Context: an optimization exercise on an open-source flow, tuned for small area. The choices shown serve that exercise and are no tape-out recipe. Function was checked by simulation only, so behaviour that the tests miss may differ from the original. The flow treats the clock pin as an ideal source. Dropping or thinning the clock tree relies on that and would not hold on a real chip. Power is estimated from default activity; no workload was simulated.

==> flow/design.v <==
`timescale 1ns / 1ps
module pro_v_2_0(a,clk,rst,colomn,r,l,u,d);
input clk;
input rst;
input l,r,u,d;
output [6:0] a;
output [4:0] colomn;
reg [4:0] i;
reg [2:0] lr;
reg [6:0] q;
reg [1:0] motion, sd;
reg [2:0] mx, my;
reg [1:0] d0, d1, d2;
reg [2:0] fx, fy;
reg [5:0] fi;
function [2:0] mvx;
	input [2:0] x;
	input [1:0] dd;
	input neg;
	begin
		if (!dd[1]) mvx = x;
		else if (dd[0] ^ neg) mvx = {x[1], x[0], x[2] ^ x[1]};
		else mvx = {x[0] ^ x[2], x[2], x[1]};
	end
endfunction
function [2:0] mvy;
	input [2:0] y;
	input [1:0] dd;
	input neg;
	begin
		if (dd[1]) mvy = y;
		else if (dd[0] ^ neg) mvy = {y[1], y[0], ~(y[2] | y[1])};
		else mvy = {~(y[1] | y[0]), y[2], y[1]};
	end
endfunction
localparam [203:0] TABLE = 204'b101110101011010000100001001100110000010100110011001100100110111000101100111110101100111000010011001011010000001000111001011001011011100001011000110110111001100110110100011001010110110011100110011100011000;
wire [5:0] tab = (fi < 6'd34) ? TABLE[fi * 6 +: 6] : 6'd0;
wire first = fy[2] & fy[0];
wire refresh = (i[4] & i[3] & ~i[2] & ~i[1] & i[0]);
wire apply = refresh & (
	(lr == 3'b110) & (~q[5] & ~q[4] & ~q[3] & ~q[2] & ~q[0]) |
	(lr == 3'b000) & (~q[5] & ~q[4] & ~q[3] & ~q[2] & ~q[1]) |
	(lr == 3'b011) & (~q[6] & ~q[4] & q[3] & ~q[2] & q[1] & ~q[0]));
wire hold = lr[0] ? lr[1] : (lr[1] ? (~i[0] | ~i[2]) : (i[0] | ~i[1] | ~i[4]));
wire [2:0] hx = mvx(mx, d0, 1'b0);
wire [2:0] hy = mvy(my, d0, 1'b0);
wire [2:0] tx = mvx(mx, d1, 1'b1);
wire [2:0] ty = mvy(my, d1, 1'b1);
wire [2:0] px = mvx(tx, d2, 1'b1);
wire [2:0] py = mvy(ty, d2, 1'b1);
wire eat = first | ({hx, hy} == {fx, fy});
always @(posedge clk) begin
	if (rst | refresh)
		i <= 5'b00101;
	else
		i <= {i[3:0], ~^{i[4], i[1]}};
	if (rst) begin
		lr <= 3'b111;
		q <= 7'b0101010;
		motion <= 2'b10;
		mx <= 3'b111;
		my <= 3'b011;
		d0 <= 2'b11;
		d1 <= 2'b11;
		d2 <= 2'b11;
		fy <= 3'b101;
		fi <= 6'd0;
	end else begin
		if (refresh) begin
			lr <= {lr[1], lr[0], ~(lr[2] | lr[1])};
			if (lr == 3'b001)
				q <= (q[6] & q[4] & q[2] & q[1] & q[0]) ? 7'b0101010 : {q[5:0], ~^{q[6], q[0]}};
		end
		if (l) motion <= 2'b10;
		else if (r) motion <= 2'b11;
		else if (u) motion <= 2'b00;
		else if (d) motion <= 2'b01;
		if (apply) begin
			mx <= hx;
			my <= hy;
			d0 <= sd;
			d1 <= d0;
			d2 <= d1;
			if (eat) fy <= tab[2:0];
			fi <= (fi == 6'd33) ? 6'd0 : fi + 6'd1;
		end
	end
end
always @(posedge clk) begin
	if (!hold)
		sd <= motion;
	if (apply & eat)
		fx <= tab[5:3];
end
wire [2:0] lre = lr | {3{first}};
wire mt = (ty == lre), mp = (py == lre), mm = (my == lre), mf = (fy == lre);
assign a = {
		(tx == 3'b010) & mt | (px == 3'b010) & mp | (mx == 3'b010) & mm | (fx == 3'b010) & mf,
		(tx == 3'b001) & mt | (px == 3'b001) & mp | (mx == 3'b001) & mm | (fx == 3'b001) & mf,
		(tx == 3'b100) & mt | (px == 3'b100) & mp | (mx == 3'b100) & mm | (fx == 3'b100) & mf,
		(tx == 3'b110) & mt | (px == 3'b110) & mp | (mx == 3'b110) & mm | (fx == 3'b110) & mf,
		(tx == 3'b111) & mt | (px == 3'b111) & mp | (mx == 3'b111) & mm | (fx == 3'b111) & mf,
		(tx == 3'b011) & mt | (px == 3'b011) & mp | (mx == 3'b011) & mm | (fx == 3'b011) & mf,
		(tx == 3'b101) & mt | (px == 3'b101) & mp | (mx == 3'b101) & mm | (fx == 3'b101) & mf
	};
assign colomn = {lr != 3'b011, lr != 3'b001, lr != 3'b000, lr != 3'b100, lr != 3'b110};
endmodule
export LEC_CHECK = 0
export CAP_MARGIN = 20
export CORE_MARGIN = 2
export CORE_UTILIZATION = 60
export SLEW_MARGIN = 20
create_clock -name core_clock -period 10.0 [get_ports {clk}]
standard.sh (not shown) runs the stock make flow with config.mk's settings and CLKGATE_MAP_FILE= SYNTH_SCRIPT=/design/flow/synth_recipe.tcl, a recipe that flattens the netlist after the stock synthesis.
==> flow/flow/run.sh <==
#!/bin/bash
# Own layout flow: ORFS through standard.sh, with
#  - synthesis mapped for area (synth.tcl: ABC script area.abc, no adder extraction);
#    registers come from the same passes as the standard synthesis;
#  - port buffers of the smallest buffer cell;
#  - a one-buffer clock tree (cts.tcl) in place of ORFS's CTS.
set -euo pipefail
W=$(pwd)
F=$W/flow
export MY_ABC_SCRIPT=$F/area.abc
export MY_CLK_PORT=clk
export MY_CLK_BUF=${MY_CLK_BUF:-sky130_fd_sc_hd__clkbuf_8}
export MY_CLK_NBUF=${MY_CLK_NBUF:-3}
bash standard.sh SYNTH_SCRIPT=$F/synth.tcl synth > $W/synth.log 2>&1
bash standard.sh SYNTH_SCRIPT=$F/synth.tcl \
  "BUFFER_PORTS_ARGS=-buffer_cell sky130_fd_sc_hd__buf_1" \
  PRE_CTS_TCL=$F/cts.tcl \
  finish > $W/layout.log 2>&1
==> flow/flow/cts.tcl <==
# PRE_CTS hook: a flat clock tree. The clock port drives MY_CLK_NBUF clock
# buffers (MY_CLK_BUF); the registers, sorted by x, are split evenly between
# them, and each buffer sits at the centre of its registers. CTS itself is then
# skipped; the rest of ORFS's CTS step (placement legalisation, timing repair)
# runs as usual.
set block [ord::get_db_block]
set clk_net [$block findNet $::env(MY_CLK_PORT)]
set master [[ord::get_db] findMaster $::env(MY_CLK_BUF)]
set nbuf $::env(MY_CLK_NBUF)
set sinks {}
foreach it [$clk_net getITerms] {
  set loc [[$it getInst] getLocation]
  lappend sinks [list [lindex $loc 0] [lindex $loc 1] $it]
}
set sinks [lsort -integer -index 0 $sinks]
set n [llength $sinks]
for {set k 0} {$k < $nbuf} {incr k} {
  set buf [odb::dbInst_create $block $master clkbuf_flat_$k]
  set leaf [odb::dbNet_create $block clknet_flat_$k]
  $leaf setSigType CLOCK
  set lo [expr {$k * $n / $nbuf}]
  set hi [expr {($k + 1) * $n / $nbuf}]
  set sx 0; set sy 0
  foreach s [lrange $sinks $lo [expr {$hi - 1}]] {
    lassign $s x y it
    set sx [expr {$sx + $x}]; set sy [expr {$sy + $y}]
    $it disconnect
    $it connect $leaf
  }
  [$buf findITerm A] connect $clk_net
  [$buf findITerm X] connect $leaf
  $buf setLocation [expr {$sx / ($hi - $lo)}] [expr {$sy / ($hi - $lo)}]
  $buf setPlacementStatus PLACED
  puts "flat clock tree: buffer $k drives [expr {$hi - $lo}] sinks"
}
rename clock_tree_synthesis ""
proc clock_tree_synthesis {args} { puts "clock_tree_synthesis skipped" }
set_propagated_clock [all_clocks]
Other scripts of this flow, unchanged in this note and not shown: flow/flow/area.abc, flow/flow/synth.tcl
==> next run, changes <==
--- a/flow/flow/run.sh
+++ b/flow/flow/run.sh
@@ -10,6 +10,6 @@
 export MY_ABC_SCRIPT=$F/area.abc
 export MY_CLK_PORT=clk
-export MY_CLK_BUF=${MY_CLK_BUF:-sky130_fd_sc_hd__clkbuf_8}
-export MY_CLK_NBUF=${MY_CLK_NBUF:-3}
+export MY_CLK_BUF=${MY_CLK_BUF:-sky130_fd_sc_hd__buf_12}
+export MY_CLK_NBUF=${MY_CLK_NBUF:-2}
 bash standard.sh SYNTH_SCRIPT=$F/synth.tcl synth > $W/synth.log 2>&1
 bash standard.sh SYNTH_SCRIPT=$F/synth.tcl \
Settings changed: CELL_PAD_IN_SITES_DETAIL_PLACEMENT set to 0, CELL_PAD_IN_SITES_GLOBAL_PLACEMENT set to 0, CORE_UTILIZATION 60 to 75.
=>
- power came out higher by 2.2%
- global-route usage increases by 8.4 points
- routed wire length rose by 6.3%
- worst setup slack gets better by 0.0076 ns
- die area came out lower by 19%
- via count went up by 4.0%
- synthesized cell count stays the same
- final area stays flat
==> next run, changes <==
==> flow/flow/run.sh (replaced) <==
#!/bin/bash
# Own layout flow: ORFS through standard.sh, with
#  - synthesis mapped for area (synth.tcl: ABC script area.abc, no adder extraction);
#    registers come from the same passes as the standard synthesis;
#  - port buffers of the smallest buffer cell;
#  - a clock tree without dummy loads.
set -euo pipefail
W=$(pwd)
F=$W/flow
export MY_ABC_SCRIPT=$F/area.abc
bash standard.sh SYNTH_SCRIPT=$F/synth.tcl synth > $W/synth.log 2>&1
bash standard.sh SYNTH_SCRIPT=$F/synth.tcl \
  "BUFFER_PORTS_ARGS=-buffer_cell sky130_fd_sc_hd__buf_1" \
  "CTS_ARGS=-sink_clustering_enable -sink_clustering_size 64 -sink_clustering_max_diameter 1000 -repair_clock_nets -dont_use_dummy_load -buf_list sky130_fd_sc_hd__clkbuf_8 -root_buf sky130_fd_sc_hd__clkbuf_8" \
  finish > $W/layout.log 2>&1
Settings changed: CELL_PAD_IN_SITES_DETAIL_PLACEMENT 0 to not set, CELL_PAD_IN_SITES_GLOBAL_PLACEMENT 0 to not set, CORE_UTILIZATION 75 to 60.
removed: flow/flow/cts.tcl
Outcome:
- via count fell by a few percent
- die area rises by a quarter to a third
- worst hold slack stays flat
- sequential power hardly moves
In the first and second runs of this note the design's own scripts or RTL, not TritonCTS, make the clock network.

[re-timing with driven ports]
How much do the figures lean on ideal ports? The routed layouts below were timed once more, with nothing changed but the port constraints. Step 1, drivers: a clkbuf_16 drives clk and a buf_2 each remaining input, both assumed. Step 2, shift: input delay + t, output delay - t, t = (earliest + latest rising clock arrival at the registers) / 2. This alone moves slack from input paths to output paths. a / b / c = no drivers / after step 1 / after step 2; a / b = the first two.
run | t, ns | setup slack, ns | worst register clock-pin slew, ns | worst data-port slew with drivers (ns) | pins driven straight from the clock port
the first run | 0.190 | 4.578 / 4.538 / 4.728 | 0.10 / 0.10 | 0.03 | 3
the second run | 0.173 | 4.586 / 4.537 / 4.710 | 0.09 / 0.09 | 0.03 | 2
the third run | 0.315 | 4.454 / 4.425 / 4.740 | 0.09 / 0.09 | 0.03 | 1
After both steps every run listed still meets setup and hold.
